Context: an optimization exercise on an open-source flow, tuned for small area, a short achievable clock period and few clock cycles per item. The choices shown serve that exercise and are no tape-out recipe. RTL that was checked went through simulation tests only; none was proved equivalent to the original. No functional check of the RTL was part of runs 2 to 8. No activity file was given, so power comes from the tool's default toggle rates.

[design/flow/run.sh]
#!/bin/bash
# synth_recipe.tcl (not shown) runs the flow's synth.tcl, then flattens the netlist and writes it again
# the make line also repeats each setting of config.mk as NAME=value (left out here)
make -C /OpenROAD-flow-scripts/flow DESIGN_CONFIG=/design/flow/config.mk WORK_HOME=/design/flow/orfs CLKGATE_MAP_FILE= SYNTH_SCRIPT=/design/flow/synth_recipe.tcl finish
[design/flow/config.mk]
export PLATFORM = sky130hd
export DESIGN_NAME = division
export DESIGN_NICKNAME = division
export VERILOG_FILES = /design/flow/design.v
export SDC_FILE = /design/flow/constraint.sdc
export NUM_CORES = 4
export LEC_CHECK = 0
export CAP_MARGIN = 20
export CORE_MARGIN = 2
export CORE_UTILIZATION = 40
export PLACE_DENSITY = 0.6
export SLEW_MARGIN = 20
[design/flow/constraint.sdc]
create_clock -name core_clock -period 10.0 [get_ports {clk}]
set_input_delay 2.0000 -clock core_clock [delete_from_list [all_inputs] [get_ports {clk}]]
set_output_delay 2.0000 -clock core_clock [all_outputs]
set_load 0.01 [all_outputs]
[design/flow/design.v]
module division(input clk, input rst, input start, input [31:0] dividendo, divisor,
                output [31:0] cociente, residuo, output done);
reg [31:0] shift_register;
reg [31:0] pre_divisor;
reg [31:0] cont;
reg idle;                       
reg done_r;                     
reg [15:0] resta, pre_cocido, res, cocido;
always @ (posedge clk) begin
  done_r <= 1'b0;
  if (rst) begin
    idle = 1'b1;
  end else if (idle) begin
    if (start) begin
      cont = 32'b0;
      shift_register = {8'b0, dividendo[15:0]};
      pre_cocido = 16'b0;
      pre_divisor = divisor;
      shift_register = shift_register << 1;
      cont = cont + 1'b1;
      idle = 1'b0;
    end
  end else begin
    if (cont < 5'd17) begin
      if (shift_register[31:16] < pre_divisor[15:0]) begin
        pre_cocido = pre_cocido << 1;
      end else begin
        resta = shift_register[31:16] - pre_divisor[15:0];
        pre_cocido = pre_cocido << 1;
        pre_cocido[0] = 1'b1;
        shift_register[31:16] = resta;
      end
      shift_register = shift_register << 1;
      cont = cont + 1'b1;
    end else begin
      cocido = pre_cocido;
      res = shift_register[31:16]>>1;
      idle = 1'b1;
      done_r <= 1'b1;
    end
  end
end
assign cociente = {16'b0, cocido};
assign residuo = {16'b0, res};
assign done = done_r;
endmodule
==> results of run 1 <==
-- worst register-to-register path, stage by stage (launching register included) --
cell and delay (ns):
edfxtp_1 0.38, ha_1 0.23, fa_1 0.42, nand2b_1 0.20, a21oi_2 0.20, nor3b_2 0.07, o21bai_2 0.19, o22a_1 0.85
mux2i_1 0.30, nor2_1 0.06
-- Yosys cell counts (2+ instances only) --
master,n
inv_1,22
mux2_2,15
clkbuf_1,7
mux2_4,2
or3_1,3
nand3_1,12
a21oi_1,19
edfxtp_1,126
nand4_1,9
dfxtp_1,2
and3_1,3
and4_1,2
nor3_4,2
buf_4,33
nor3_1,6
nor2_2,4
nand2b_1,6
xor2_1,27
xnor2_1,12
buf_6,3
buf_1,2
nor4_1,6
o21ai_0,14
o211ai_1,2
nor2b_1,17
ha_1,18
a211oi_2,2
mux2i_1,11
a21o_1,2
nand2_1,21
nor2_1,48
-- registers in the layout (all words and copies together) (netlist names) --
register and flops:
res 15, shift_register 31, cont 32, done_r 1, pre_cocido 16, cocido 16, pre_divisor 16, idle 1
-- final timing paths --
kind | start | endpoint | slack [ns] | cells after the start
max reg2reg | pre_divisor[0] | shift_register[22] | 6.81 | 9
max | rst | cont[16] | 5.63 | 5
min | pre_cocido[15] | cocido[15] | 0.43 | 0
min reg2reg | pre_cocido[15] | cocido[15] | 0.43 | 0
-- logic make-up (layout without fill, tap and decap cells) --
logic type,after synthesis,in the layout,share of synthesized area
AOI/OAI and AO/OA,49,49,0.04914
xor gates and xnor gates,39,39,0.05475
adders and majority gates,19,19,0.03931
buffers and inverters,69,124,0.06679
DFF,128,128,0.6129
muxes,28,28,0.04954
other,1,33,0.0006011
and+or+nand+nor,149,149,0.1270
-- final cells by class --
cell class                      count  area [um^2]
Clock inverter                      5        77.57
Tap cell                          188        235.2
Clock buffer                       27        513.0
Multi-Input combinational cell    317         2123
Sequential cell                   128         3825
Inverter                           23        86.33
Fill cell                        1358         7659
Timing Repair Buffer               69        683.2
-- placed cells by master (no fill, tap or decap), types with 2 or more instances in the layout --
cell	count
edfxtp_1	126
nor2_1	48
clkbuf_16	17
clkdlybuf4s50_1	66
conb_1	33
nand2_1	21
or3_1	3
and4_1	2
nor2b_1	17
and3_1	3
mux2_2	15
clkinv_2	2
a21oi_1	19
nor3_4	2
o21ai_0	14
nand3_1	12
xor2_1	27
nand2b_1	6
a21o_1	2
nand4_1	9
clkbuf_1	5
nor4_1	6
a211oi_2	2
mux2_4	2
bufinv_16	2
xnor2_1	12
nor3_1	5
o211ai_1	2
nor2_2	4
clkbuf_8	5
mux2i_1	11
ha_1	18
inv_1	21
buf_4	3
-- where the power goes --
| part | total (W) | switching [W] | internal (W) |
|---|---|---|---|
| clock network | 0.000609 | 0.000209 | 0.000399 |
| logic | 0.000108 | 0.0000584 | 0.0000495 |
| registers | 0.000626 | 0.0000118 | 0.000614 |
-- layer usage --
layer | up-vias | share of wire
met5 | - | 0
met4 | 0 | 0.013
met3 | 12 | 0.036
met2 | 64 | 0.51
met1 | 1771 | 0.44
li1 | 1814 | -
-- stage by stage --
step           hold WS [ns]  total power [W]  instance area (um^2)
3_3_place_gp         0.4092        0.0007433                  6953
4_1_cts              0.4338         0.001358                  7543
2_1_floorplan        0.4003        0.0007190                  6359
6_report             0.4322         0.001343                  7543
3_5_place_dp         0.4212        0.0007458                  6953
5_1_grt              0.4474         0.001392                  7543
==> out/metrics.csv, run 1 <==
stage;metric;value;unit
outcome;outcome;no timing/DRC/antenna violations;
sta;fin crit share;0.4370;
layout;Ant. Diodes;0;
die;num ports;132;
die;Core Area;15200;um^2
synth;post-synthesis cell count;482;
clocking;setup repair bufs after CTS;0;
route;vias;3661;
die;Die W;128.9;um
placement;# placed instances;725;
synth;Seq/Total Area, Yosys;0.6129;
sta;Tmin final;4.370;ns
grt;initial antenna violation count;0;
synth;count of state elements after synthesis;128;
layout;Finished Layout Cells;757;
synth;Post-synth EDFFs;126;
die;Die Y-Extent;128.9;um
critical_path;WP data arrival;4.40;ns
synth;Synth cell types;55;
clocking;hold buffer count at CTS;0;
critical_path;Slowest Stage Delay on Critical Path;0.84;ns
clocking;Worst-path clk slew;0.05;ns
route;DRT antenna net count;0;
power_and_ir_drop;Leakage;2.701;nW
synth;Primary FF master, synth;edfxtp_1;
layout;P&R area growth vs syn;20.92;%
grt;met3 usage;0.04158;
grt;GRT Total Usage;0.1389;
grt;number of global-route vias before repair;3598;
clocking;CTS max path bufs;2;
grt;first-pass GRT wire length;17710;um
route;# DRC;0;
clocking;htree depth;4;
sta;final setup violation count;0;
grt;GR Layer Usage met1;0.1656;
sta;RSZ-0062 raised after global routing;false;
layout;Nets;642;
critical_path;Req. time, crit path;10.03;ns
critical_path;crit start category;primary input;
route;Wirelength per Cell;14.44;um
synth;top cell type by total area after synthesis;edfxtp_1;
power_and_ir_drop;Pwr Density;178.0;nW/um^2
placement;dpl ws;5.105;ns
critical_path;CP top delay family;buffers and inverters;
placement;port bufs;66;
sta;Slew @ Worst Pin;1.042;ns
layout;post-route core utilization;0.4962;
hold_path;Hold WC Path Type;reg2reg;
clocking;TritonCTS clock tree;done;
grt;largest net degree at the start of global routing;84;
placement;Detailed Place HPWL;7084;um
clocking;Inserted Clock Buffers;17;
sta;Slew Viols, Final;0;
critical_path;Worst Setup End Kind;flip-flop;
sta;Rel. slew slack;0.3054;
die;DIE AREA;16610;um^2
route;1st-iter DRT viols;159;
synth;top post-synthesis cells by area;edfxtp_1 (61%), buf_4 (4.0%), xor2_1 (3.8%);
sta;Final TNS setup;0;ns
route;drt total wl;10930;um
clocking;Sink Count;128;
sta;clk_skew;0.01005;ns
critical_path;critical path's slowest cell;and3b_1;
synth;Synth async-reset ratio;0;
route;drt via density;4.836;
job;Max-cap violations;0;
critical_path;CP max FO;79;
sta;final worst slack;5.630;ns
grt;GRT overflow;0;
layout;layout cells sized above 1;0.1125;
critical_path;crit path buf inv count;3;
die;starting density of the core;0.4104;
synth;Mapped Area;6238;um^2
clocking;clock latency (worst-skew pair);0.41;ns
clocking;post-CTS sizing;0;
grt;busiest metal layer after global routing;met2;
placement;gp weighted congestion;0.8113;
die;Rows;45;
synth;post-synth top area share;0.6065;
clocking;Root Driver;clkbuf_16;
power_and_ir_drop;Peak VDD IR;0.1022;mV
route;drt first pass iters;4;
critical_path;Worst Setup Path Type;in2reg;
synth;Synth Area per Inst;12.94;um^2
sta;Max Clk Rate;228.8;MHz
sta;final hold vios;0;
synth;yosys warns;1;
grt;met2 Use GR;0.2372;
critical_path;crit path cell chain;clkdlybuf4s50_1 > and3b_1 > a21oi_1 > inv_2 > buf_4;
Testbench counts, summed over its fixed seeds: cycles 72,000, items 4,000.
==> run 2, diff against run 1 <==
==> design/flow/design.v (replaced) <==
module division(input clk, input rst, input start, input [31:0] dividendo, divisor,
                output [31:0] cociente, residuo, output done);
reg [15:0] rem;       
reg [15:0] dv;        
reg [15:0] quo;       
reg [3:0]  cnt;       
reg        busy, norm, done_r;
wire [15:0] mn;
genvar i;
generate for (i = 0; i < 16; i = i + 1) begin : g_mn
  assign mn[i] = |rem[15:i];
end endgenerate
wire [31:0] t8 = {16'd0, dv} << 8;
wire        c8 = (t8[31:16] == 16'd0) && ((t8[15:0] & ~mn) == 16'd0);
wire [15:0] d8 = c8 ? t8[15:0] : dv;
wire [31:0] t4 = {16'd0, d8} << 4;
wire        c4 = (t4[31:16] == 16'd0) && ((t4[15:0] & ~mn) == 16'd0);
wire [15:0] d4 = c4 ? t4[15:0] : d8;
wire [31:0] t2 = {16'd0, d4} << 2;
wire        c2 = (t2[31:16] == 16'd0) && ((t2[15:0] & ~mn) == 16'd0);
wire [15:0] d2 = c2 ? t2[15:0] : d4;
wire [31:0] t1 = {16'd0, d2} << 1;
wire        c1 = (t1[31:16] == 16'd0) && ((t1[15:0] & ~mn) == 16'd0);
wire [15:0] d1 = c1 ? t1[15:0] : d2;
wire [16:0] df = {1'b0, rem} - {1'b0, dv};
wire        q  = ~df[16];
always @(posedge clk) begin
  done_r <= 1'b0;
  if (rst) begin
    busy <= 1'b0;
    norm <= 1'b0;
  end else if (!busy) begin
    if (start) begin
      busy <= 1'b1;
      norm <= 1'b1;
    end
  end else if (norm) begin
    norm <= 1'b0;
  end else if (cnt == 4'd0) begin
    busy   <= 1'b0;
    done_r <= 1'b1;
  end
end
always @(posedge clk) begin
  if (!busy) begin
    rem <= dividendo[15:0];
    dv  <= divisor[15:0];
  end else if (norm) begin
    dv  <= d1;
  end else begin
    if (q) rem <= df[15:0];
    dv  <= {1'b0, dv[15:1]};
  end
  if (!busy || norm)
    quo <= 16'd0;
  else
    quo <= {quo[14:0], q};
  if (norm)
    cnt <= {c8, c4, c2, c1};
  else
    cnt <= cnt - 4'd1;
end
assign cociente = {16'd0, quo};
assign residuo  = {17'd0, rem[14:0]};
assign done     = done_r;
endmodule
==> run 2 against run 1 <==
Effect of this change: largest power group is now combinational cells; clock-buffer cell count fell by 22; design area fell by 30%; highest routed layer unchanged; maximum frequency fell by 28%; routed wire length rose by 39%; utilization fell by 1.2 points; critical endpoint is now dv[14]; final cell count did not move; sequential power fell by 32%; flip-flop and latch count fell by 73; register-to-register slack got worse by 2.8 ns; sequential share of layout area fell by 27 points.
==> out/metrics.csv, run 2 <==
stage;metric;value;unit
die;Die Y-Extent;110.4;um
die;DIE AREA;12190;um^2
job;Max-cap violations;0;
sta;Slew Viols, Final;0;
route;drt total wl;15140;um
clocking;Inserted Clock Buffers;5;
power_and_ir_drop;Sequential Power Share;0.309;
hold_path;hold_sp;quo[7];
route;DRT antenna net count;0;
sta;clk_skew;0.01456;ns
critical_path;cells on worst reg2reg path;12;
critical_path;Req. time, crit path;10.26;ns
die;Core Area;10940;um^2
clocking;TritonCTS clock tree;done;
power_and_ir_drop;Pwr Density;260.4;nW/um^2
sta;RSZ-0062 raised after global routing;false;
synth;top post-synthesis cells by area;dfxtp_1 (17%), edfxtp_1 (11%), buf_4 (5.5%);
route;Wirelength per Cell;20.00;um
clocking;htree depth;2;
hold_path;end of the worst hold path;quo[8];
route;# DRC;0;
hold_path;Hold WC Path Type;reg2reg;
layout;commonest non-fill, non-tap cells in the layout;clkdlybuf4s50_1 (66), nor2_1 (56), o21ai_0 (45);
synth;Synth Area per Inst;7.976;um^2
synth;top post-synthesis cells by count;nor2_1 (56), o21ai_0 (45), dfxtp_1 (39);
layout;Ant. Diodes;0;
critical_path;Worst R2R Setup Slack;3.97;ns
synth;top cell type by total area after synthesis;dfxtp_1;
hold_path;hold path cells;1;
critical_path;WP data arrival;6.29;ns
synth;Primary FF master, synth;dfxtp_1;
power_and_ir_drop;Clock power frac;0.139;
clocking;CTS max path bufs;2;
critical_path;Worst Setup Path Type;reg2reg;
critical_path;CP max FO;20;
route;vias;4412;
power_and_ir_drop;Leakage;2.098;nW
clocking;post-CTS sizing;0;
route;drt via density;5.828;
synth;Mapped Area;4531;um^2
synth;yosys warns;1;
synth;Synth async-reset ratio;0;
power_and_ir_drop;Sw Ratio;0.4702;
placement;Detailed Place HPWL;11160;um
critical_path;CP dominant cell by count;a211oi_1;
placement;port bufs;66;
critical_path;Worst Setup End Kind;flip-flop;
clocking;clock latency (worst-skew pair);0.32;ns
placement;# placed instances;749;
sta;final hold vios;0;
layout;layout cells sized above 1;0.06807;
clocking;Root Driver;clkbuf_16;
sta;Tmin final;6.031;ns
critical_path;crit path cell chain;inv_1 > a211oi_1 > nand4_1 > nor4_2 > o21a_1 > mux2i_2 > nor2_1 > a2111oi_0 > and4b_1 > mux2_1 > a211oi_1 > a21o_1;
clocking;Worst-path clk slew;0.08;ns
outcome;outcome;no timing/DRC/antenna violations;
die;starting density of the core;0.4143;
clocking;hold buffer count at CTS;0;
die;Rows;38;
synth;post-synthesis cell count;568;
sta;Slew @ Worst Pin;0.9550;ns
layout;Nets;701;
power_and_ir_drop;Peak VDD IR;0.1384;mV
clocking;Sink Count;55;
grt;number of global-route vias before repair;4344;
route;1st-iter DRT viols;363;
sta;final setup violation count;0;
sta;Max Clk Rate;165.8;MHz
synth;post-synth top area share;0.1723;
grt;GRT overflow;0;
critical_path;R2R Path End;dv[14];
grt;initial antenna violation count;0;
synth;top-count cell post-synth;nor2_1;
sta;Rel. slew slack;0.3584;
critical_path;RR Startpoint;rem[15];
power_and_ir_drop;Comb pwr share;0.552;
clocking;setup repair bufs after CTS;0;
die;Die W;110.4;um
sta;fin crit share;0.6031;
grt;first-pass GRT wire length;24430;um
synth;count of state elements after synthesis;55;
synth;Post-synth EDFFs;16;
critical_path;critical path's slowest cell;and4b_1;
route;drt first pass iters;5;
layout;Finished Layout Cells;757;
die;num ports;132;
layout;commonest non-fill, non-tap cell in the layout;clkdlybuf4s50_1;
placement;gp weighted congestion;0.9288;
synth;Synth cell types;85;
critical_path;Slowest Stage Delay on Critical Path;0.90;ns
power_and_ir_drop;Switch Pwr;0.0006483;W
power_and_ir_drop;Int Pwr;0.0007304;W
grt;GRT Total Usage;0.2484;
grt;largest net degree at the start of global routing;35;
sta;Final TNS setup;0;ns
synth;Seq/Total Area, Yosys;0.2784;
layout;P&R area growth vs syn;16.87;%
critical_path;crit start category;flip-flop;
[run 2: changes by cell type in the layout (fill, tap and decap cells not counted), sizes merged, moves of 17 or more]
cell	previous run	this run
edfxtp	126	16
o21ai	15	53
dfxtp	2	39
a21oi	20	37
xor2	27	3
clkbuf	27	5
nor3	8	25
and2	2	20
[run 2: cells by family after synthesis]
kind of cell / count (synthesis) / synth area share
simple gates: 185 / 0.2091
buf+inv: 95 / 0.1138
xor+xnor: 7 / 0.01353
fa+ha+maj: 18 / 0.05137
compound gates: 183 / 0.2706
other cells: 1 / 0.0008277
mux: 24 / 0.06241
flops: 55 / 0.2784
[run 2: power groups by stage]
stage / Combinational, W / Clock [W] / Sequential [W]
final: 0.000761 / 0.000191 / 0.000426
after floorplan: 0.000566 / 0 / 0.000381
after detailed placement: 0.000750 / 0 / 0.000428
after CTS: 0.000755 / 0.000196 / 0.000424
after global routing: 0.000848 / 0.000203 / 0.000435
after global placement: 0.000740 / 0 / 0.000429
[run 2: how the worst max path moves through the flow]
| stage | from | to | depth (start not counted) | slack, ns |
|---|---|---|---|---|
| 6_report | rem[15] | dv[14] | 12 | 3.97 |
| 5_1_grt | rem[15] | dv[9] | 12 | 3.32 |
| 4_1_cts | rem[15] | dv[14] | 12 | 4.03 |
| 3_5_place_dp | rem[15] | dv[9] | 12 | 4.06 |
| 3_3_place_gp | rem[15] | dv[10] | 12 | 4.03 |
| 2_1_floorplan | dv[2] | rem[0] | 15 | 5.72 |
[run 2: cell type report]
cell class                 count  area, um^2
clock inverter                 3       22.52
inverter                      33       123.9
clock buffer                   5       125.1
timing repair buffer          71       698.2
sequential                    55        1261
multi-input combinational    450        2889
tap                          140       175.2
fill                        1127        5640
[run 2: routing by layer]
metal / vias to the layer above / wire [um] / GRT usage
met5: - / 0 / 0
met4: 0 / 392 / 0.08500
met3: 30 / 854 / 0.02854
met2: 180 / 6961 / 0.4049
met1: 2097 / 6931 / 0.3413
li1: 2105 / - / -
[run 2: worst max-delay path: cells and delay by family, from the launching register on]
family                 cells  cell delay (ns)
and+or+nand+nor            4             2.04
AOI/OAI and AO/OA          5             1.73
muxes                      2             1.11
DFF                        1             0.76
buffers and inverters      1             0.33
[run 2: stage by stage]
step / total power (W) / area, um^2 / setup slack (ns) / hold WS (ns) / util
final: 0.001379 / 5295 / 3.969 / 0.4541 / 0.4842
after floorplan: 0.0009476 / 4651 / 5.719 / 0.4262 / -
after global routing: 0.001485 / 5295 / 3.318 / 0.4835 / 0.4842
after CTS: 0.001375 / 5286 / 4.032 / 0.4610 / 0.4834
after global placement: 0.001169 / 5139 / 4.034 / 0.4329 / 0.4699
after detailed placement: 0.001179 / 5139 / 4.056 / 0.4422 / 0.4699
==> run 3, diff against run 2 <==
--- a/design/flow/config.mk
+++ b/design/flow/config.mk
@@ -10,3 +10,4 @@
 export CORE_UTILIZATION = 40
 export PLACE_DENSITY = 0.6
+export SETUP_SLACK_MARGIN = 5
 export SLEW_MARGIN = 20
==> run 3 against run 2 <==
Effect of this change: clock power hardly changed; first-iteration DRC count shrank 3.3%; critical path depth did not move; sequential power shrank 1%; die area unchanged.
==> out/metrics.csv, run 3 <==
stage;metric;value;unit
outcome;outcome;no timing/DRC/antenna violations;
power_and_ir_drop;Pwr Density;262.1;nW/um^2
sta;RSZ-0062 raised after global routing;false;
die;DIE AREA;12190;um^2
synth;Seq/Total Area, Yosys;0.2784;
layout;layout cells sized above 1;0.08535;
grt;first-pass GRT wire length;24590;um
route;DRT antenna net count;0;
synth;post-synth top area share;0.1723;
layout;Design Area, Final;5393;um^2
critical_path;CP max FO;23;
grt;GRT Total Usage;0.2508;
synth;combinational family with the most area after synthesis;compound AO/OA/AOI/OAI gates;
synth;Primary FF master, synth;dfxtp_1;
placement;port bufs;66;
synth;simple logic cell fraction of the synthesized area;0.2091;
power_and_ir_drop;Leakage;2.128;nW
synth;top-count cell post-synth;nor2_1;
sta;hold slack;0.4562;ns
route;# DRC;0;
synth;Synth cell types;85;
clocking;TritonCTS clock tree;done;
placement;Post-DP Area;5139;um^2
clocking;Root Driver;clkbuf_16;
clocking;Worst-path clk slew;0.08;ns
clocking;Sink Count;55;
critical_path;WP data arrival;5.03;ns
layout;fill count;1119;
die;Die W;110.4;um
critical_path;cells on worst reg2reg path;12;
synth;top cell type by total area after synthesis;dfxtp_1;
sta;Rel. slew slack;0.4156;
synth;Mapped Area;4531;um^2
critical_path;crit path launch;rem[13];
clocking;htree depth;2;
route;drt first pass iters;6;
sta;Tmin final;4.768;ns
layout;commonest non-fill, non-tap cell in the layout;clkdlybuf4s50_1;
route;1st-iter DRT viols;351;
sta;Slew Viols, Final;0;
synth;yosys warns;1;
power_and_ir_drop;Final Total Pwr;0.001414;W
sta;final setup violation count;0;
synth;top post-synthesis cells by area;dfxtp_1 (17%), edfxtp_1 (11%), buf_4 (5.5%);
critical_path;RR Startpoint;rem[13];
hold_path;hold_sp;quo[7];
sta;clk_skew;0.01466;ns
sta;final hold vios;0;
route;vias;4461;
grt;initial antenna violation count;0;
synth;top post-synthesis cells by count;nor2_1 (56), o21ai_0 (45), dfxtp_1 (39);
sta;Final TNS setup;0;ns
synth;Synth async-reset ratio;0;
grt;GRT overflow;0;
synth;Synth Area in Compound Gates;0.2706;
synth;post-synthesis cell count;568;
route;drt via density;5.862;
job;Max-cap violations;0;
hold_path;Hold WC Path Type;reg2reg;
placement;gp weighted congestion;0.9288;
synth;Synth Area in Adders;0.05137;
placement;Detailed Place HPWL;11160;um
route;drt total wl;15370;um
power_and_ir_drop;Peak VDD IR;0.1389;mV
synth;Post-synth EDFFs;16;
critical_path;Worst Setup End Kind;flip-flop;
critical_path;crit start category;flip-flop;
synth;post-synthesis mux area share;0.06241;
synth;Post-Synth XOR/XNOR Area;0.01353;
critical_path;Worst Setup Path Type;reg2reg;
die;starting density of the core;0.4143;
die;Die Y-Extent;110.4;um
critical_path;Req. time, crit path;10.26;ns
clocking;hold buffer count at CTS;0;
sta;Max Clk Rate;209.7;MHz
route;Wirelength per Cell;20.20;um
sta;Slew @ Worst Pin;0.8734;ns
clocking;clock latency (worst-skew pair);0.32;ns
die;Rows;38;
synth;count of state elements after synthesis;55;
layout;Ant. Diodes;0;
clocking;Inserted Clock Buffers;5;
layout;P&R area growth vs syn;19.03;%
grt;largest net degree at the start of global routing;35;
layout;Nets;705;
layout;commonest non-fill, non-tap cells in the layout;clkdlybuf4s50_1 (66), nor2_1 (56), o21ai_0 (45);
synth;Synth Area per Inst;7.976;um^2
die;Core Area;10940;um^2
clocking;CTS max path bufs;2;
critical_path;Worst R2R Setup Slack;5.23;ns
grt;number of global-route vias before repair;4359;
hold_path;hold path cells;1;
sta;fin crit share;0.4768;
die;num ports;132;
[run 3: changes by cell type in the layout (fill, tap and decap cells not counted), moves of 2 or more]
cell       previous run  this run
a2111oi_0             4         2
buf_4                 5         8
nor3_1               24        22
nor3_2                1         3
[run 3: routing by layer]
metal	wire length [um]	up-vias	part of all wire	GRT usage
li1	-	2111	-	-
met1	6906	2120	0.45	0.3453
met2	7101	198	0.46	0.4078
met3	931	32	0.061	0.03677
met4	432	0	0.028	0.07417
met5	0	-	0	0
[run 3: final timing paths]
check | endpoint
worst min-delay path | quo[8]
worst max-delay path | dv[14]
worst min register to register | quo[8]
worst max register to register | dv[14]
[run 3: stage by stage]
| step | utilization | std cells | worst slack (ns) |
|---|---|---|---|
| final | 0.4931 | 761 | 5.232 |
| after global placement | 0.4699 | 749 | 4.034 |
| after global routing | 0.4931 | 761 | 5.004 |
| after floorplan | - | 600 | 5.719 |
| after detailed placement | 0.4699 | 749 | 4.056 |
| after CTS | 0.4882 | 760 | 5.030 |
[run 3: kinds of logic after synthesis]
kind of cell / Yosys count
flip-flops: 55
XOR/XNOR: 7
AND/OR/NAND/NOR: 185
multiplexers: 24
buffers and inverters: 95
AO/OA/AOI/OAI: 183
other: 1
adder cells (fa/ha/maj): 18
[run 3: critical path, stage by stage (launching register included)]
cell,delay (ns)
edfxtp_1,0.58
nor4_4,0.37
nand2b_2,0.21
a21o_1,0.33
a211oi_4,0.44
o21a_2,0.36
mux2_4,0.45
or4_1,0.56
a22oi_1,0.20
and4b_4,0.49
mux2_1,0.36
a211oi_1,0.24
a21o_1,0.10
[run 3: power by group]
| part | switching [W] | internal, W |
|---|---|---|
| clock network | 0.0000988 | 0.0000949 |
| logic | 0.000447 | 0.000352 |
| registers | 0.000119 | 0.000302 |
| total | 0.000664 | 0.000749 |
[run 3: what timing repair did]
item,4_1_cts,5_1_grt
endpoints found under the setup margin,32,33
pin swaps,1,2
gates resized for setup,5,9
endpoints found under the hold margin,0,0
buffers inserted,3,1
[run 3: final cells by class]
class                   count  area (um^2)  area share
flip-flops and latches     55         1262      0.2341
inverters                  33        123.9     0.02297
multi-input cells         450         2943      0.5457
clock inverters             3        22.52    0.004176
repair buffers             75        740.7      0.1374
well taps                 140        175.2     0.03248
clock buffers               5        125.1     0.02320
==> run 4, diff against run 3 <==
==> design/flow/flow/run.sh (new file) <==
#!/bin/bash
bash standard.sh > standard.log 2>&1
==> design/flow/standard.sh (new file) <==
#!/bin/bash
# synth_recipe.tcl (not shown) runs the flow's synth.tcl, then flattens the netlist and writes it again
# the make line also repeats each setting of config.mk as NAME=value (left out here)
make -C /OpenROAD-flow-scripts/flow DESIGN_CONFIG=/design/flow/config.mk WORK_HOME=/design/flow/orfs CLKGATE_MAP_FILE= SYNTH_SCRIPT=/design/flow/synth_recipe.tcl "${@:-finish}"
removed: design/flow/run.sh
==> run 4 against run 3 <==
Effect of this change: final cell count is the same; area after synthesis unchanged; global-route usage stayed put; via count is the same; still clean on timing, DRC and antenna; clock power barely moved; routed wire length unchanged; synthesized cell count is the same; combinational power is essentially flat; maximum frequency did not move; design area is the same; die area is the same.
==> out/metrics.csv, run 4 <==
stage;metric;value;unit
synth;yosys warns;1;
critical_path;Worst Setup End Kind;flip-flop;
grt;first-pass GRT wire length;24590;um
outcome;outcome;no timing/DRC/antenna violations;
clocking;TritonCTS clock tree;done;
critical_path;Req. time, crit path;10.26;ns
layout;area of the multi-input gates;2943;um^2
critical_path;crit start category;flip-flop;
synth;top cell type by total area after synthesis;dfxtp_1;
layout;post-route core utilization;0.4931;
synth;top-count cell post-synth;nor2_1;
die;Die W;110.4;um
critical_path;RR Startpoint;rem[13];
route;Wirelength per Cell;20.20;um
hold_path;Hold WC Path Type;reg2reg;
layout;fill count;1119;
critical_path;Worst setup endpoint;dv[14];
critical_path;Worst R2R Setup Slack;5.23;ns
critical_path;WP data arrival;5.03;ns
clocking;Root Driver;clkbuf_16;
sta;Final TNS setup;0;ns
layout;Ant. Diodes;0;
sta;fin crit share;0.4768;
route;DRT antenna net count;0;
layout;sequential cell area;1262;um^2
sta;Tmin final;4.768;ns
layout;commonest non-fill, non-tap cells in the layout;clkdlybuf4s50_1 (66), nor2_1 (56), o21ai_0 (45);
critical_path;R2R Path End;dv[14];
power_and_ir_drop;Pwr Density;262.1;nW/um^2
layout;commonest non-fill, non-tap cell in the layout;clkdlybuf4s50_1;
synth;post-synthesis cell count;568;
sta;Slew Viols, Final;0;
die;starting density of the core;0.4143;
power_and_ir_drop;Peak VDD IR;0.1389;mV
critical_path;CP max FO;23;
grt;initial antenna violation count;0;
synth;top post-synthesis cells by count;nor2_1 (56), o21ai_0 (45), dfxtp_1 (39);
sta;Max Clk Rate;209.7;MHz
clocking;Inserted Clock Buffers;5;
route;drt via density;5.862;
synth;top post-synthesis cells by area;dfxtp_1 (17%), edfxtp_1 (11%), buf_4 (5.5%);
job;Max-cap violations;0;
synth;post-synth top area share;0.1723;
die;num ports;132;
layout;Nets;705;
synth;Synth cell types;85;
grt;largest net degree at the start of global routing;35;
clocking;Worst-path clk slew;0.08;ns
sta;final setup violation count;0;
synth;Mapped Area;4531;um^2
synth;Primary FF master, synth;dfxtp_1;
critical_path;Worst Setup Path Type;reg2reg;
route;# DRC;0;
die;Die Y-Extent;110.4;um
synth;count of state elements after synthesis;55;
route;drt total wl;15370;um
placement;port bufs;66;
sta;final hold vios;0;
clocking;Sink Count;55;
die;DIE AREA;12190;um^2
power_and_ir_drop;Leakage;2.128;nW
clocking;clock latency (worst-skew pair);0.32;ns
grt;GRT Total Usage;0.2508;
route;vias;4461;
clocking;htree depth;2;
die;Core Area;10940;um^2
sta;Slew @ Worst Pin;0.8734;ns
grt;number of global-route vias before repair;4359;
sta;clk_skew;0.01466;ns
die;Rows;38;
sta;Rel. slew slack;0.4156;
critical_path;cells on worst reg2reg path;12;
critical_path;crit path launch;rem[13];
clocking;CTS max path bufs;2;
placement;gp weighted congestion;0.9288;
sta;RSZ-0062 raised after global routing;false;
grt;GRT overflow;0;
clocking;hold buffer count at CTS;0;
route;drt first pass iters;6;
synth;Post-synth EDFFs;16;
layout;P&R area growth vs syn;19.03;%
synth;Seq/Total Area, Yosys;0.2784;
route;1st-iter DRT viols;351;
synth;Synth Area per Inst;7.976;um^2
synth;Synth async-reset ratio;0;
layout;layout cells sized above 1;0.08535;
placement;Detailed Place HPWL;11160;um
[run 4: cell counts after synthesis]
Identical to the previous run, type by type.
[run 4: worst max-delay path, stage by stage (launching register included)]
cell and delay, ns:
edfxtp_1 0.58, nor4_4 0.37, nand2b_2 0.21, a21o_1 0.33, a211oi_4 0.44, o21a_2 0.36
mux2_4 0.45, or4_1 0.56, a22oi_1 0.20, and4b_4 0.49, mux2_1 0.36, a211oi_1 0.24
a21o_1 0.10
[run 4: how the worst min path moves through the flow]
stage	startpoint	to	cells after the start
after detailed placement	quo[3]	quo[4]	1
after CTS	quo[3]	quo[4]	1
final	quo[7]	quo[8]	1
after global placement	quo[1]	quo[2]	1
after floorplan	cnt[0]	cnt[0]	1
after global routing	quo[0]	quo[1]	1
[run 4: logic make-up after synthesis]
kind of cell,Yosys count,synth area share
and+or+nand+nor,185,0.2091
AOI/OAI and AO/OA,183,0.2706
buffers and inverters,95,0.1138
DFF,55,0.2784
muxes,24,0.06241
adders and majority gates,18,0.05137
xor gates and xnor gates,7,0.01353
other,1,0.0008277
[run 4: routing by layer]
layer  vias to the layer above  GRT usage  share of wire
met5                         -          0              0
met4                         0    0.07417          0.028
met3                        32    0.03677          0.061
met2                       198     0.4078           0.46
met1                      2120     0.3453           0.45
li1                       2111          -              -
[run 4: power by group]
group          internal [W]  switching, W  leakage [nW]  total (W)
clock             0.0000949     0.0000988        0.0746   0.000194
sequential         0.000302      0.000119         0.486   0.000421
combinational      0.000352      0.000447          1.57   0.000799
[run 4: final cells by class]
class | instances | area share
Clock buffer | 5 | 0.02320
Clock inverter | 3 | 0.004176
Inverter | 33 | 0.02297
Multi-Input combinational cell | 450 | 0.5457
Sequential cell | 55 | 0.2341
Tap cell | 140 | 0.03248
Timing Repair Buffer | 75 | 0.1374
[run 4: metrics by stage]
step / area (um^2) / setup WS (ns) / power [W] / std cells / hold slack, ns
floorplan: 4651 / 5.719 / 0.0009476 / 600 / 0.4262
global placement: 5139 / 4.034 / 0.001169 / 749 / 0.4329
detailed placement: 5139 / 4.056 / 0.001179 / 749 / 0.4422
CTS: 5339 / 5.030 / 0.001392 / 760 / 0.4610
global route: 5393 / 5.004 / 0.001517 / 761 / 0.4835
finish: 5393 / 5.232 / 0.001414 / 761 / 0.4562
[run 4: repair_timing]
item	CTS	global route
gates resized for setup	5	9
endpoints found under the hold margin	0	0
pin swaps	1	2
endpoints found under the setup margin	32	33
buffers inserted	3	1
cloned	0	0
==> run 5, diff against run 4 <==
==> design/flow/flow/run.sh (replaced) <==
#!/bin/bash
# Standard layout, with repair_timing aiming at a larger setup margin.
bash standard.sh SETUP_SLACK_MARGIN=7  finish > standard.log 2>&1
==> run 5 against run 4 <==
Effect of this change: clock power is 3% higher; register-to-register slack better by 0.76 ns; via count is 13% higher; still clean on timing, DRC and antenna; non-clock buffer count is 107 higher; critical endpoint is now dv[1]; area after synthesis stayed put; critical path type unchanged; worst setup slack better by 0.76 ns; die area stayed put; largest power group unchanged; design area is 24% higher; clock-buffer cell count is 2 higher; sequential power is 8.1% lower.
==> out/metrics.csv, run 5 <==
stage;metric;value;unit
sta;Final TNS setup;0;ns
grt;number of global-route vias before repair;4817;
synth;post-synth top area share;0.1723;
synth;Seq/Total Area, Yosys;0.2784;
clocking;clock latency (worst-skew pair);0.30;ns
job;Max-cap violations;0;
critical_path;Req. time, crit path;10.19;ns
synth;post-synthesis cell count;568;
die;num ports;132;
die;DIE AREA;12190;um^2
hold_path;Hold WC Path Type;reg2reg;
critical_path;WP data arrival;4.20;ns
placement;gp weighted congestion;0.9340;
placement;Detailed Place HPWL;11040;um
outcome;outcome;no timing/DRC/antenna violations;
placement;dpl ws;4.223;ns
synth;top post-synthesis cells by count;nor2_1 (56), o21ai_0 (45), dfxtp_1 (39);
layout;commonest non-fill, non-tap cell in the layout;buf_4;
power_and_ir_drop;Pwr Density;283.6;nW/um^2
synth;Synth Area per Inst;7.976;um^2
synth;yosys warns;1;
synth;Mapped Area;4531;um^2
die;Rows;38;
sta;final hold vios;0;
sta;hold slack;0.4540;ns
critical_path;cells on worst reg2reg path;14;
grt;initial antenna violation count;0;
synth;Synth async-reset ratio;0;
synth;Primary FF master, synth;dfxtp_1;
clocking;Inserted Clock Buffers;5;
sta;final worst slack;5.995;ns
critical_path;crit path launch;rem[12];
power_and_ir_drop;Leakage;2.890;nW
clocking;TritonCTS clock tree;done;
clocking;Worst-path clk slew;0.08;ns
layout;Nets;815;
critical_path;Worst Setup End Kind;flip-flop;
synth;count of state elements after synthesis;55;
die;Core Area;10940;um^2
clocking;Sink Count;55;
sta;Rel. slew slack;0.4089;
synth;top-count cell post-synth;nor2_1;
route;Wirelength per Cell;19.79;um
sta;fin crit share;0.4005;
layout;commonest non-fill, non-tap cells in the layout;buf_4 (88), nor2_1 (54), nand2_1 (35);
die;Die Y-Extent;110.4;um
synth;top post-synthesis cells by area;dfxtp_1 (17%), edfxtp_1 (11%), buf_4 (5.5%);
critical_path;R2R Path End;dv[1];
synth;Synth cell types;85;
placement;# placed instances;750;
layout;Finished Layout Cells;871;
critical_path;CP max FO;6;
power_and_ir_drop;Peak VDD IR;0.1417;mV
power_and_ir_drop;Final Total Pwr;0.001899;W
layout;layout cells sized above 1;0.3092;
grt;GRT Total Usage;0.2739;
sta;Max Clk Rate;249.7;MHz
layout;Ant. Diodes;0;
route;drt total wl;17240;um
layout;P&R area growth vs syn;47.78;%
critical_path;crit start category;flip-flop;
clocking;CTS max path bufs;2;
placement;port bufs;66;
route;# DRC;0;
synth;Post-synth EDFFs;16;
sta;Slew @ Worst Pin;0.8835;ns
route;DRT antenna net count;0;
clocking;htree depth;2;
sta;Tmin final;4.005;ns
die;Die W;110.4;um
die;starting density of the core;0.4143;
route;vias;5031;
sta;final setup violation count;0;
route;drt first pass iters;5;
sta;clk_skew;0.005696;ns
sta;Slew Viols, Final;0;
route;1st-iter DRT viols;450;
synth;top cell type by total area after synthesis;dfxtp_1;
critical_path;Worst setup endpoint;dv[1];
critical_path;Worst R2R Setup Slack;6.00;ns
grt;largest net degree at the start of global routing;35;
grt;GRT overflow;0;
critical_path;Worst Setup Path Type;reg2reg;
sta;RSZ-0062 raised after global routing;true;
grt;first-pass GRT wire length;26770;um
clocking;Root Driver;clkbuf_16;
critical_path;RR Startpoint;rem[12];
route;drt via density;5.776;
==> run 5: cell count changes in the layout (fill, tap and decap cells not counted), moves of 7 or more <==
cell | previous run | this run
buf_4 | 8 | 88
buf_6 | 0 | 34
clkdlybuf4s50_1 | 66 | 34
dlygate4sd2_1 | 0 | 17
o21ai_0 | 45 | 31
o21ai_1 | 8 | 15
o21ai_2 | 0 | 7
==> run 5: critical path, stage by stage, from the launching register on <==
cell      delay [ns]
edfxtp_1        0.51
buf_6           0.17
or4_4           0.55
nor3b_4         0.23
nand2_1         0.09
nor4bb_1        0.13
o2111a_2        0.21
mux2_4          0.29
or4_4           0.52
a22oi_2         0.21
and4b_4         0.36
buf_12          0.14
mux2i_1         0.17
nor3_1          0.06
a221o_1         0.26
==> run 5: logic make-up (layout without fill, tap and decap cells) <==
group / count (synthesis) / count (layout) / synth area share
and+or+nand+nor: 185 / 187 / 0.2091
AOI/OAI and AO/OA: 183 / 183 / 0.2706
buffers and inverters: 95 / 223 / 0.1138
DFF: 55 / 55 / 0.2784
muxes: 24 / 25 / 0.06241
adders and majority gates: 18 / 18 / 0.05137
xor gates and xnor gates: 7 / 7 / 0.01353
other: 1 / 33 / 0.0008277
==> run 5: worst min-delay path by stage <==
stage	from	endpoint	slack, ns	cells past startpoint
3_3_place_gp	quo[6]	quo[7]	0.43	1
2_1_floorplan	cnt[0]	cnt[0]	0.43	1
5_1_grt	quo[0]	quo[1]	0.49	1
4_1_cts	quo[12]	quo[13]	0.46	1
3_5_place_dp	quo[12]	quo[13]	0.44	1
6_report	quo[0]	quo[1]	0.45	1
==> run 5: layout make-up <==
type | instances | area (um^2)
fill | 1008 | 4240
multi-input combinational | 453 | 3301
timing repair buffer | 182 | 1645
sequential | 55 | 1272
tap | 140 | 175.2
clock buffer | 7 | 153.9
inverter | 33 | 138.9
clock inverter | 1 | 8.758
==> run 5: report_power, final <==
group | internal, W | total [W] | switching (W)
Sequential | 0.000303 | 0.000387 | 0.0000837
Clock | 0.000110 | 0.000200 | 0.0000907
Combinational | 0.000661 | 0.00131 | 0.000650
Total | 0.00107 | 0.00190 | 0.000825
==> run 5: metrics by stage <==
stage,cell area (um^2),utilization
2_1_floorplan,4703,-
3_3_place_gp,5191,0.4747
3_5_place_dp,5191,0.4747
4_1_cts,6376,0.5831
5_1_grt,6695,0.6122
6_report,6695,0.6122
==> run 5: what timing repair did <==
item | CTS | global route
setup buffers | 85 | 25
resized for setup | 159 | 34
gates cloned | 3 | 0
endpoints found under the setup margin | 76 | 56
pin swaps | 24 | 22
hold buffers | 0 | 0
==> run 5: layer usage <==
layer	vias to the layer above	global-route usage	part of all wire
met2	250	0.4405	0.46
met3	47	0.04446	0.068
met4	0	0.1058	0.037
li1	2351	-	-
met5	-	0	0
met1	2383	0.3683	0.44
==> run 6, diff against run 5 <==
==> design/flow/design.v (replaced) <==
module division(input clk, input rst, input start, input [31:0] dividendo, divisor,
                output [31:0] cociente, residuo, output done);
reg [15:0] rem;       
reg [15:0] dv;        
reg [3:0]  cnt;       
reg [15:0] quo;       
reg        busy, norm, done_r;
function [4:0] lzc16(input [15:0] v);
  integer k;
  reg found;
  begin
    lzc16 = 5'd16;
    found = 1'b0;
    for (k = 15; k >= 0; k = k - 1)
      if (!found && v[k]) begin
        lzc16 = 5'd15 - k[4:0];
        found = 1'b1;
      end
  end
endfunction
wire [4:0]  lzn = lzc16(rem);
wire [4:0]  lzd = lzc16(dv);
wire [5:0]  jr  = {1'b0, lzd} - {1'b0, lzn};
wire [3:0]  j   = lzd[4] ? 4'd15 : (jr[5] ? 4'd0 : jr[3:0]);
wire [15:0] dn  = dv << j;
wire [16:0] df = {1'b0, rem} - {1'b0, dv};
wire        q  = ~df[16];
always @(posedge clk) begin
  done_r <= 1'b0;
  if (rst) begin
    busy <= 1'b0;
    norm <= 1'b0;
  end else if (!busy) begin
    if (start) begin
      busy <= 1'b1;
      norm <= 1'b1;
    end
  end else if (norm) begin
    norm <= 1'b0;
  end else if (cnt == 4'd0) begin
    busy   <= 1'b0;
    done_r <= 1'b1;
  end
end
always @(posedge clk) begin
  if (!busy) begin
    rem <= dividendo[15:0];
    dv  <= divisor[15:0];
  end else if (norm) begin
    dv  <= dn;
  end else begin
    if (q) rem <= df[15:0];
    dv  <= {1'b0, dv[15:1]};
  end
  if (!busy || norm)
    quo <= 16'd0;
  else
    quo <= {quo[14:0], q};
  if (norm)
    cnt <= j;
  else
    cnt <= cnt - 4'd1;
end
assign cociente = {16'd0, quo};
assign residuo  = {17'd0, rem[14:0]};
assign done     = done_r;
endmodule
==> run 6 against run 5 <==
Effect of this change: sequential share of layout area increased by 2.7 points; global-route usage fell by 4.7 points; clock power shrank 23%; die area shrank 6.8%; area after synthesis decreased by 7.1%; critical endpoint is now dv[14]; largest power group unchanged; highest routed layer unchanged.
==> out/metrics.csv, run 6 <==
stage;metric;value;unit
critical_path;Worst setup endpoint;dv[14];
route;drt total wl;13000;um
synth;Seq/Total Area, Yosys;0.3068;
critical_path;Worst Setup End Kind;flip-flop;
grt;GRT overflow;0;
route;DRT antenna net count;0;
critical_path;crit path buf inv count;1;
critical_path;crit path launch;rem[9];
synth;Synth cell types;65;
synth;count of state elements after synthesis;55;
die;Die W;106.6;um
sta;fin crit share;0.3639;
critical_path;crit path cell chain;nor4_4 > and2_4 > nand2_4 > o32ai_2 > a311o_1 > ha_2 > inv_2 > fa_2 > nor2_2 > nand2_1 > o211ai_1 > a221o_1 > a222oi_1 > nand3_1;
grt;first-pass GRT wire length;20680;um
layout;Finished Layout Cells;749;
sta;Tmin final;3.639;ns
outcome;outcome;no timing/DRC/antenna violations;
sta;hold slack;0.4665;ns
die;Core Area;10280;um^2
job;Max-cap violations;0;
placement;Detailed Place HPWL;8419;um
route;drt via density;5.602;
synth;top post-synthesis cells by count;buf_4 (48), nor2_1 (41), a21oi_1 (36), dfxtp_1 (36), nand2_1 (30);
die;DIE AREA;11360;um^2
sta;Slew @ Worst Pin;0.9011;ns
route;# DRC;0;
sta;Slew Viols, Final;0;
sta;Rel. slew slack;0.3985;
synth;top cell type by total area after synthesis;dfxtp_1;
critical_path;Critical Path Stages;14;
power_and_ir_drop;Pwr Density;442.9;nW/um^2
synth;Mapped Area;4209;um^2
clocking;htree depth;2;
clocking;TritonCTS clock tree;done;
critical_path;Worst R2R Setup Slack;6.36;ns
clocking;Inserted Clock Buffers;5;
layout;layout cells sized above 1;0.3067;
critical_path;Worst Setup Path Type;reg2reg;
route;Wirelength per Cell;17.36;um
sta;final setup violation count;0;
die;num ports;132;
layout;P&R area growth vs syn;41.62;%
critical_path;R2R Path End;dv[14];
power_and_ir_drop;Leakage;2.517;nW
die;starting density of the core;0.4095;
critical_path;cells on worst reg2reg path;14;
synth;Synth async-reset ratio;0;
die;Rows;37;
die;Die Y-Extent;106.6;um
grt;number of global-route vias before repair;4108;
layout;commonest non-fill, non-tap cells in the layout;buf_4 (50), clkdlybuf4s50_1 (35), dfxtp_1 (34);
grt;largest net degree at the start of global routing;30;
critical_path;crit start category;flip-flop;
route;1st-iter DRT viols;277;
synth;yosys warns;1;
critical_path;critical path's slowest cell;fa_2;
grt;initial antenna violation count;0;
sta;Final TNS setup;0;ns
clocking;CTS max path bufs;2;
layout;Ant. Diodes;0;
sta;final hold vios;0;
sta;Max Clk Rate;274.8;MHz
synth;post-synth top area share;0.1712;
synth;Post-synth EDFFs;19;
layout;Nets;703;
critical_path;Req. time, crit path;10.07;ns
power_and_ir_drop;Peak VDD IR;0.1870;mV
hold_path;Hold WC Path Type;reg2reg;
route;vias;4196;
synth;Synth Area per Inst;8.486;um^2
critical_path;CP max FO;5;
layout;commonest non-fill, non-tap cell in the layout;buf_4;
synth;Primary FF master, synth;dfxtp_1;
layout;post-route core utilization;0.5800;
clocking;Worst-path clk slew;0.12;ns
placement;# placed instances;667;
synth;top post-synthesis cells by area;dfxtp_1 (17%), edfxtp_1 (14%), buf_4 (8.6%);
clocking;Root Driver;clkbuf_8;
synth;top-count cell post-synth;buf_4;
sta;clk_skew;0.01263;ns
grt;GRT Total Usage;0.2268;
critical_path;Slowest Stage Delay on Critical Path;0.61;ns
placement;port bufs;66;
synth;post-synthesis cell count;496;
placement;gp weighted congestion;0.9448;
critical_path;CP top delay family;compound AO/OA/AOI/OAI gates;
critical_path;WP data arrival;3.71;ns
critical_path;RR Startpoint;rem[9];
clocking;Sink Count;55;
route;drt first pass iters;6;
sta;RSZ-0062 raised after global routing;true;
clocking;clock latency (worst-skew pair);0.33;ns
## run 6: changes by cell type in the layout (fill, tap and decap cells not counted), sizes merged, moves of 5 or more
| cell | delta |
|---|---|
| nor2 | -13 |
| o211ai | +6 |
| a222oi | +9 |
| xnor2 | +6 |
| a21o | -7 |
| o21ai | -30 |
| nand2 | -6 |
| ha | +5 |
| nand3 | +5 |
| o31ai | -7 |
| buf | -45 |
## run 6: what timing repair did
| action | in CTS | in global routing |
|---|---|---|
| setup buffers | 56 | 15 |
| gates resized for setup | 128 | 44 |
| endpoints found under the setup margin | 72 | 58 |
| hold buffers | 0 | 0 |
| hold endpoints to repair | 0 | 0 |
| cloned | 3 | 0 |
| pin swaps | 35 | 28 |
## run 6: how the worst min path moves through the flow
stage,from,to,slack (ns),cells after the start
after floorplan,cnt[0],cnt[0],0.44,1
after global placement,quo[10],quo[11],0.44,1
after detailed placement,quo[14],quo[15],0.44,1
after CTS,quo[9],quo[10],0.48,1
after global routing,quo[14],quo[15],0.49,1
final,quo[14],quo[15],0.47,1
## run 6: power breakdown
part	internal (W)	switching, W	leakage (nW)
Sequential	0.000318	0.0000909	0.495
Combinational	0.000991	0.00109	1.96
Clock	0.0000675	0.0000866	0.0589
## run 6: layer usage
metal / up-vias / GRT usage / routed length [um]
li1: 1974 / - / -
met1: 1996 / 0.2877 / 5444
met2: 203 / 0.3831 / 6190
met3: 23 / 0.05471 / 1075
met4: 0 / 0.06586 / 290
met5: - / 0 / 0
## run 6: area by class of cell
class	instances	area, um^2
inverters	28	110.1
flip-flops and latches	55	1294
clock buffers	6	93.84
clock inverters	2	20.02
well taps	136	170.2
fillers	893	4317
repair buffers	138	1270
multi-input cells	384	3003
## run 6: cells by family (layout without fill, tap and decap cells)
group | count (synthesis) | count (layout) | share of synthesized area
AOI/OAI and AO/OA | 129 | 130 | 0.2102
xor gates and xnor gates | 15 | 15 | 0.03121
adders and majority gates | 24 | 24 | 0.07491
buffers and inverters | 92 | 174 | 0.1317
DFF | 55 | 55 | 0.3068
muxes | 23 | 23 | 0.05856
other | 1 | 33 | 0.0008909
and+or+nand+nor | 157 | 159 | 0.1858
## run 6: through the flow
step	total power (W)	area (um^2)	setup slack [ns]
6_report	0.002640	5961	6.361
5_1_grt	0.002798	5961	6.214
4_1_cts	0.002400	5719	6.453
3_5_place_dp	0.001777	4910	5.754
3_3_place_gp	0.001762	4910	5.779
2_1_floorplan	0.001531	4527	6.685
## run 6: worst register-to-register path, cell delays in order, from the launching register on
cell and delay (ns):
edfxtp_1 0.47, nor4_4 0.32, and2_4 0.20, nand2_4 0.07, o32ai_2 0.22, a311o_1 0.16
ha_2 0.20, inv_2 0.05, fa_2 0.61, nor2_2 0.07, nand2_1 0.08, o211ai_1 0.09
a221o_1 0.37, a222oi_1 0.35, nand3_1 0.13
==> run 7, diff against run 6 <==
==> design/flow/run.sh (new file) <==
#!/bin/bash
# synth_recipe.tcl (not shown) runs the flow's synth.tcl, then flattens the netlist and writes it again
# the make line also repeats each setting of config.mk as NAME=value (left out here)
make -C /OpenROAD-flow-scripts/flow DESIGN_CONFIG=/design/flow/config.mk WORK_HOME=/design/flow/orfs CLKGATE_MAP_FILE= SYNTH_SCRIPT=/design/flow/synth_recipe.tcl finish
removed: design/flow/flow/run.sh
removed: design/flow/standard.sh
==> run 7 against run 6 <==
Effect of this change: still clean on timing, DRC and antenna; final cell count down 9.9%; area after synthesis unchanged; global-route usage down 4.1 points.
==> out/metrics.csv, run 7 <==
stage;metric;value;unit
outcome;outcome;no timing/DRC/antenna violations;
synth;top post-synthesis cells by count;buf_4 (48), nor2_1 (41), a21oi_1 (36), dfxtp_1 (36), nand2_1 (30);
synth;top post-synthesis cells by area;dfxtp_1 (17%), edfxtp_1 (14%), buf_4 (8.6%);
layout;layout cells sized above 1;0.06122;
clocking;Inserted Clock Buffers;5;
clocking;clock latency (worst-skew pair);0.31;ns
layout;commonest non-fill, non-tap cell in the layout;clkdlybuf4s50_1;
route;Wirelength per Cell;15.73;um
critical_path;crit path buf inv count;1;
synth;post-synth top area share;0.1712;
critical_path;Critical Path Stages;14;
sta;fin crit share;0.4487;
grt;largest net degree at the start of global routing;29;
synth;yosys warns;1;
power_and_ir_drop;Leakage;1.901;nW
critical_path;Worst Setup Path Type;reg2reg;
synth;top-count cell post-synth;buf_4;
power_and_ir_drop;Peak VDD IR;0.1587;mV
critical_path;crit path launch;rem[14];
clocking;Root Driver;clkbuf_8;
clocking;htree depth;2;
route;drt total wl;10620;um
route;1st-iter DRT viols;271;
critical_path;crit start category;flip-flop;
die;DIE AREA;11360;um^2
sta;final setup violation count;0;
clocking;TritonCTS clock tree;done;
synth;top cell type by total area after synthesis;dfxtp_1;
synth;Seq/Total Area, Yosys;0.3068;
route;DRT antenna net count;0;
placement;port bufs;66;
die;Rows;37;
hold_path;hold path cells;1;
critical_path;R2R Path End;dv[15];
clocking;CTS max path bufs;2;
hold_path;end of the worst hold path;quo[13];
grt;GRT Total Usage;0.1861;
synth;count of state elements after synthesis;55;
placement;dpl ws;5.585;ns
clocking;hold buffer count at CTS;0;
hold_path;hold_sp;quo[12];
power_and_ir_drop;Final Total Pwr;0.001819;W
die;Die W;106.6;um
placement;gp weighted congestion;0.9515;
sta;Final TNS setup;0;ns
sta;Rel. slew slack;0.3726;
layout;Design Area, Final;4831;um^2
sta;RSZ-0062 raised after global routing;false;
grt;initial antenna violation count;0;
layout;fill count;1024;
grt;first-pass GRT wire length;17160;um
critical_path;crit path cell chain;nor4_1 > and2_1 > nand2_1 > nor3_1 > a311o_1 > ha_1 > inv_1 > fa_1 > o21ai_0 > a21oi_1 > nor2_1 > mux2i_1 > a22oi_1 > o21ai_0;
synth;Mapped Area;4209;um^2
critical_path;Slowest Stage Delay on Critical Path;0.73;ns
layout;commonest non-fill, non-tap cells in the layout;clkdlybuf4s50_1 (66), nor2_1 (41), a21oi_1 (36), dfxtp_1 (36), conb_1 (33);
layout;Nets;629;
die;Core Area;10280;um^2
clocking;Worst-path clk slew;0.10;ns
critical_path;critical path's slowest cell;nor2_1;
layout;P&R area growth vs syn;14.77;%
placement;Post-DP Area;4720;um^2
critical_path;cells on worst reg2reg path;14;
route;vias;3676;
sta;Slew Viols, Final;0;
critical_path;Req. time, crit path;10.15;ns
synth;Synth cell types;65;
clocking;setup repair bufs after CTS;0;
synth;post-synthesis cell count;496;
route;# DRC;0;
critical_path;CP top delay family;simple AND/OR/NAND/NOR gates;
hold_path;Hold WC Path Type;reg2reg;
sta;final worst slack;5.513;ns
critical_path;Worst Setup End Kind;flip-flop;
sta;hold slack;0.4628;ns
critical_path;CP dominant cell by count;o21ai_0;
critical_path;Worst R2R Setup Slack;5.51;ns
route;drt via density;5.446;
die;starting density of the core;0.4095;
grt;number of global-route vias before repair;3550;
sta;Max Clk Rate;222.9;MHz
layout;Ant. Diodes;0;
layout;sequential cell area;1291;um^2
power_and_ir_drop;Pwr Density;376.5;nW/um^2
synth;Post-synth EDFFs;19;
critical_path;WP data arrival;4.64;ns
placement;Detailed Place HPWL;8138;um
job;Max-cap violations;0;
sta;Slew @ Worst Pin;0.9377;ns
clocking;post-CTS sizing;0;
die;num ports;132;
sta;final hold vios;0;
critical_path;RR Startpoint;rem[14];
synth;Primary FF master, synth;dfxtp_1;
clocking;Sink Count;55;
sta;clk_skew;0.009578;ns
layout;area of the multi-input gates;2484;um^2
critical_path;CP max FO;12;
synth;Synth async-reset ratio;0;
route;drt first pass iters;6;
grt;GRT overflow;0;
die;Die Y-Extent;106.6;um
sta;Tmin final;4.487;ns
synth;Synth Area per Inst;8.486;um^2
==> run 7: cell type report <==
| class | count | share of cell area |
|---|---|---|
| Multi-Input combinational cell | 381 | 0.5141 |
| Sequential cell | 55 | 0.2673 |
| Timing Repair Buffer | 67 | 0.1383 |
| Tap cell | 136 | 0.03522 |
| Inverter | 28 | 0.02202 |
| Clock buffer | 6 | 0.01502 |
| Clock inverter | 2 | 0.008029 |
==> run 7: kinds of logic after synthesis <==
| family | synth area share |
|---|---|
| multiplexers | 0.05856 |
| AND/OR/NAND/NOR | 0.1858 |
| buffers and inverters | 0.1317 |
| flip-flops | 0.3068 |
| XOR/XNOR | 0.03121 |
| other | 0.0008909 |
| adder cells (fa/ha/maj) | 0.07491 |
| AO/OA/AOI/OAI | 0.2102 |
==> run 7: worst max-delay path by stage <==
| stage | slack (ns) | to |
|---|---|---|
| final | 5.51 | dv[15] |
| after global routing | 5.14 | dv[15] |
| after CTS | 5.54 | dv[15] |
| after detailed placement | 5.58 | dv[15] |
| after global placement | 5.64 | dv[15] |
| after floorplan | 6.39 | dv[11] |
==> run 7: where the power goes <==
group / switching, W / total [W] / internal (W)
sequential: 0.000102 / 0.000421 / 0.000319
combinational: 0.000727 / 0.00125 / 0.000520
clock: 0.0000755 / 0.000151 / 0.0000758
total: 0.000904 / 0.00182 / 0.000915
==> run 7: metal layers <==
metal,routed length (um),global-route usage,share of wire,vias up
li1,-,-,-,1808
met1,4803,0.2493,0.45,1684
met2,4810,0.3053,0.45,162
met3,792,0.03161,0.075,22
met4,212,0.06030,0.020,0
met5,0,0,0,-
==> run 7: through the flow <==
stage	instances	utilization
4_1_cts	675	0.4701
5_1_grt	675	0.4701
3_5_place_dp	667	0.4592
2_1_floorplan	528	-
6_report	675	0.4701
3_3_place_gp	667	0.4592
==> run 8, diff against run 7 <==
==> design/flow/design.v (replaced) <==
module division(input clk, input rst, input start, input [31:0] dividendo, divisor,
                output [31:0] cociente, residuo, output done);
reg [15:0] d;         
reg [15:0] p;         
reg [14:0] r;         
reg [2:0]  cnt;       
reg        busy, done_r;
function [4:0] lzc16(input [15:0] v);
  integer i;
  reg found;
  begin
    lzc16 = 5'd16;
    found = 1'b0;
    for (i = 15; i >= 0; i = i - 1)
      if (!found && v[i]) begin
        lzc16 = 5'd15 - i[4:0];
        found = 1'b1;
      end
  end
endfunction
wire [15:0] n_in = dividendo[15:0];
wire [15:0] d_in = divisor[15:0];
wire [4:0] lzn = lzc16(n_in);
wire [4:0] lzd = lzc16(d_in);
wire       dz  = (d_in == 16'd0);
wire [5:0] sraw = 6'd15 + {1'b0, lzn} - {1'b0, lzd};    
wire [3:0] s2  = dz ? 4'd0 : (sraw[5] ? 4'd0 : (sraw[4:1] > 4'd8 ? 4'd8 : sraw[4:1]));
wire [31:0] sh = {16'd0, n_in} << {s2, 1'b0};
wire [3:0] nit = 4'd8 - s2;                               
wire [15:0] h1 = {r, p[15]};
wire [16:0] t1 = {1'b0, h1} - {1'b0, d};
wire        q1 = ~t1[16];
wire [14:0] r1 = q1 ? t1[14:0] : h1[14:0];
wire [15:0] h2 = {r1, p[14]};
wire [16:0] t2 = {1'b0, h2} - {1'b0, d};
wire        q2 = ~t2[16];
wire [14:0] r2 = q2 ? t2[14:0] : h2[14:0];
wire accept = !busy && start;
always @(posedge clk) begin
  done_r <= 1'b0;
  if (rst) begin
    busy <= 1'b0;
  end else if (!busy) begin
    if (start) begin
      if (nit == 4'd0)
        done_r <= 1'b1;
      else
        busy <= 1'b1;
    end
  end else begin
    if (cnt == 3'd0) begin
      busy   <= 1'b0;
      done_r <= 1'b1;
    end
  end
end
always @(posedge clk) begin
  if (!busy) begin
    p   <= sh[15:0];
    r   <= sh[30:16];
    d   <= d_in;
    cnt <= nit[2:0] - 3'd1;
  end else begin
    p   <= {p[13:0], q1, q2};
    r   <= r2;
    cnt <= cnt - 3'd1;
  end
end
assign cociente = {16'd0, p};
assign residuo  = {17'd0, r};
assign done     = done_r;
endmodule
--- a/design/flow/config.mk
+++ b/design/flow/config.mk
@@ -6,4 +6,5 @@
 export NUM_CORES = 4
 export LEC_CHECK = 0
+export ABC_CLOCK_PERIOD_IN_PS = 4000
 export CAP_MARGIN = 20
 export CORE_MARGIN = 2
==> run 8 against run 7 <==
Effect of this change: largest power group unchanged; power up 15%; critical path depth up 4; routed wire length up 49%; die area up 19%; sequential share of layout area down 9.3 points; flip-flop and latch count down 3; design area up 42%; global-route usage up 4.1 points; maximum frequency down 18%; area after synthesis up 20%; synthesized cell count up 23%; clock power up 36%.
==> out/metrics.csv, run 8 <==
stage;metric;value;unit
outcome;outcome;no timing/DRC/antenna violations;
layout;commonest non-fill, non-tap cell in the layout;nand2_1;
placement;port bufs;66;
synth;Post-synth EDFFs;16;
die;Core Area;12470;um^2
synth;Mapped Area;5051;um^2
critical_path;Req. time, crit path;10.16;ns
clocking;Root Driver;clkbuf_16;
route;met2 routed WL;7432;um
grt;GRT overflow;0;
job;Max-cap violations;0;
die;num ports;132;
clocking;TritonCTS clock tree;done;
sta;RSZ-0062 raised after global routing;true;
clocking;CTS max path bufs;2;
route;1st-iter DRT viols;437;
synth;top-count cell post-synth;nand2_1;
power_and_ir_drop;Switch Pwr;0.0009555;W
sta;Rel. slew slack;0.5472;
synth;post-synthesis cell count;610;
synth;top cell type by total area after synthesis;dfxtp_1;
power_and_ir_drop;Comb pwr share;0.742;
placement;# placed instances;824;
route;# DRC;0;
route;wl on met1;6895;um
grt;initial antenna violation count;0;
sta;clk_skew;0.005479;ns
clocking;Worst-path clk slew;0.07;ns
synth;Synth Area per Inst;8.280;um^2
sta;fin crit share;0.5484;
sta;Slew @ Worst Pin;0.6781;ns
layout;Finished Layout Cells;892;
grt;GRT Total Usage;0.2276;
critical_path;crit start category;primary input;
synth;Synth async-reset ratio;0;
sta;final hold vios;0;
placement;Post-DP Area;5777;um^2
route;drt total wl;15840;um
die;starting density of the core;0.4052;
layout;fill count;1142;
route;drt via density;5.657;
critical_path;CP max FO;7;
clocking;htree depth;2;
clocking;hold buffer count at CTS;0;
grt;first-pass GRT wire length;24160;um
power_and_ir_drop;Sw Ratio;0.4550;
layout;layout cells sized above 1;0.2931;
layout;Nets;831;
placement;gp weighted congestion;0.9041;
synth;yosys warns;1;
synth;post-synth top area share;0.1427;
power_and_ir_drop;Clock power frac;0.097;
power_and_ir_drop;Sequential Power Share;0.161;
route;drt first pass iters;5;
route;Wirelength per Cell;17.76;um
layout;post-route core utilization;0.5515;
power_and_ir_drop;Final Total Pwr;0.002100;W
synth;top post-synthesis cells by area;dfxtp_1 (14%), ha_1 (10%), edfxtp_1 (9.5%);
grt;number of global-route vias before repair;4710;
clocking;clock latency (worst-skew pair);0.30;ns
grt;largest net degree at the start of global routing;50;
power_and_ir_drop;Pwr Density;305.4;nW/um^2
sta;Slew Viols, Final;0;
hold_path;Hold WC Path Type;reg2reg;
critical_path;Worst Setup Path Type;in2reg;
sta;Final TNS setup;0;ns
critical_path;Worst Setup End Kind;flip-flop;
power_and_ir_drop;Int Pwr;0.001144;W
synth;Primary FF master, synth;dfxtp_1;
die;Die W;116.4;um
sta;Tmin final;5.484;ns
clocking;Sink Count;52;
die;Die Y-Extent;116.4;um
route;top layer in use;met4;
power_and_ir_drop;Peak VDD IR;0.1301;mV
route;Met3 Wirelength;1076;um
synth;top post-synthesis cells by count;nand2_1 (55), a21oi_1 (53), ha_1 (42);
critical_path;WP data arrival;5.64;ns
layout;Ant. Diodes;0;
layout;P&R area growth vs syn;36.12;%
synth;Synth cell types;77;
synth;count of state elements after synthesis;52;
sta;Max Clk Rate;182.3;MHz
layout;Design Area, Final;6875;um^2
die;DIE AREA;13540;um^2
route;DRT antenna net count;0;
synth;Seq/Total Area, Yosys;0.2378;
power_and_ir_drop;Leakage;2.909;nW
route;vias;5046;
placement;Detailed Place HPWL;11020;um
clocking;Inserted Clock Buffers;5;
sta;final setup violation count;0;
layout;commonest non-fill, non-tap cells in the layout;nand2_1 (52), buf_4 (50), a21oi_1 (43);
die;Rows;41;
## run 8: metrics by stage
step,hold WS [ns],setup slack (ns)
floorplan,0.4351,4.563
global placement,0.4505,3.051
detailed placement,0.4523,3.035
CTS,0.4687,4.499
global route,0.4977,4.384
finish,0.4672,4.516
## run 8: worst paths after layout
| kind | start | endpoint | slack, ns | cells past startpoint |
|---|---|---|---|---|
| worst max-delay path | dividendo[8] | r[0] | 4.52 | 18 |
| worst min register to register | cnt[0] | cnt[0] | 0.47 | 1 |
| worst min-delay path | cnt[0] | cnt[0] | 0.47 | 1 |
| worst max register to register | d[0] | r[0] | 5.01 | 19 |
## run 8: logic make-up (layout without fill, tap and decap cells)
| logic type | count (synthesis) | after routing | synth area share |
|---|---|---|---|
| XOR/XNOR | 30 | 30 | 0.05499 |
| AND/OR/NAND/NOR | 167 | 168 | 0.1660 |
| flip-flops | 52 | 52 | 0.2378 |
| AO/OA/AOI/OAI | 182 | 182 | 0.2437 |
| other | 1 | 33 | 0.0007424 |
| multiplexers | 37 | 37 | 0.07728 |
| buffers and inverters | 96 | 173 | 0.1035 |
| adder cells (fa/ha/maj) | 45 | 45 | 0.1159 |
## run 8: layer usage
metal	global-route usage	vias up
li1	-	2391
met1	0.3107	2388
met2	0.3752	228
met4	0.07222	0
met5	0	-
met3	0.02906	39
## run 8: power groups by stage
stage | logic [W] | clock network [W] | registers [W]
2_1_floorplan | 0.000995 | 0 | 0.000351
3_3_place_gp | 0.00130 | 0 | 0.000340
3_5_place_dp | 0.00132 | 0 | 0.000342
4_1_cts | 0.00143 | 0.000206 | 0.000338
5_1_grt | 0.00171 | 0.000213 | 0.000346
6_report | 0.00156 | 0.000205 | 0.000337
## run 8: area by class of cell
type,count,area [um^2],share of cell area
clock buffer,5,125.1,0.01820
clock inverter,3,46.29,0.006733
inverter,37,153.9,0.02238
multi-input combinational,495,4034,0.5867
sequential,52,1201,0.1747
tap,172,215.2,0.03130
timing repair buffer,127,1091,0.1587
timing repair inverter,1,8.758,0.001274
## run 8: worst max-delay path, cell delays in order
cell and delay (ns):
buf_8 0.12, nor4_4 0.29, nand3_2 0.12, o41ai_2 0.37, ha_1 0.31, ha_4 0.18, fa_2 0.34, a21o_1 0.20
a21oi_4 0.21, buf_6 0.14, xor2_4 0.19, nand3_4 0.12, nor2_4 0.20, buf_4 0.16, buf_4 0.16, nor3_2 0.06
nor4_2 0.37, a21oi_1 0.09
## run 8: repair_timing
action	CTS	global route
pin swaps	44	34
gates cloned	3	0
buffers inserted	34	23
gates resized for setup	151	97
setup endpoints to repair	36	36

-- separate check: timing with driven ports --
Ports are ideal in the flow. The routed layouts listed here were re-timed in OpenROAD. Step 1 assumes that a clkbuf_16 drives the clock port and a buf_2 every other input. Step 2, shift: input delay + t, output delay - t, t = (earliest + latest rising clock arrival at the registers) / 2. This alone moves slack from input paths to output paths. Three values: no drivers, after step 1, after step 2; two values: the first two.
run	t (ns)	slack for setup (ns)	worst setup path after step 2
run 1	0.447	5.630 / 5.650 / 5.203	input to register
run 2	0.342	3.969 / 3.969 / 3.969	register to register
run 3	0.348	5.232 / 5.232 / 5.232	register to register
run 4	0.348	5.232 / 5.232 / 5.232	register to register
run 5	0.341	5.995 / 5.995 / 5.995	register to register
run 6	0.362	6.361 / 6.361 / 6.361	register to register
run 7	0.333	5.513 / 5.513 / 5.513	register to register
run 8	0.337	4.516 / 4.512 / 4.176	input to register
After both steps setup and hold are still met in every run listed. The setup slack of run 1, which loses most, moves by +0.020 ns with the drivers and by -0.427 ns with both steps.
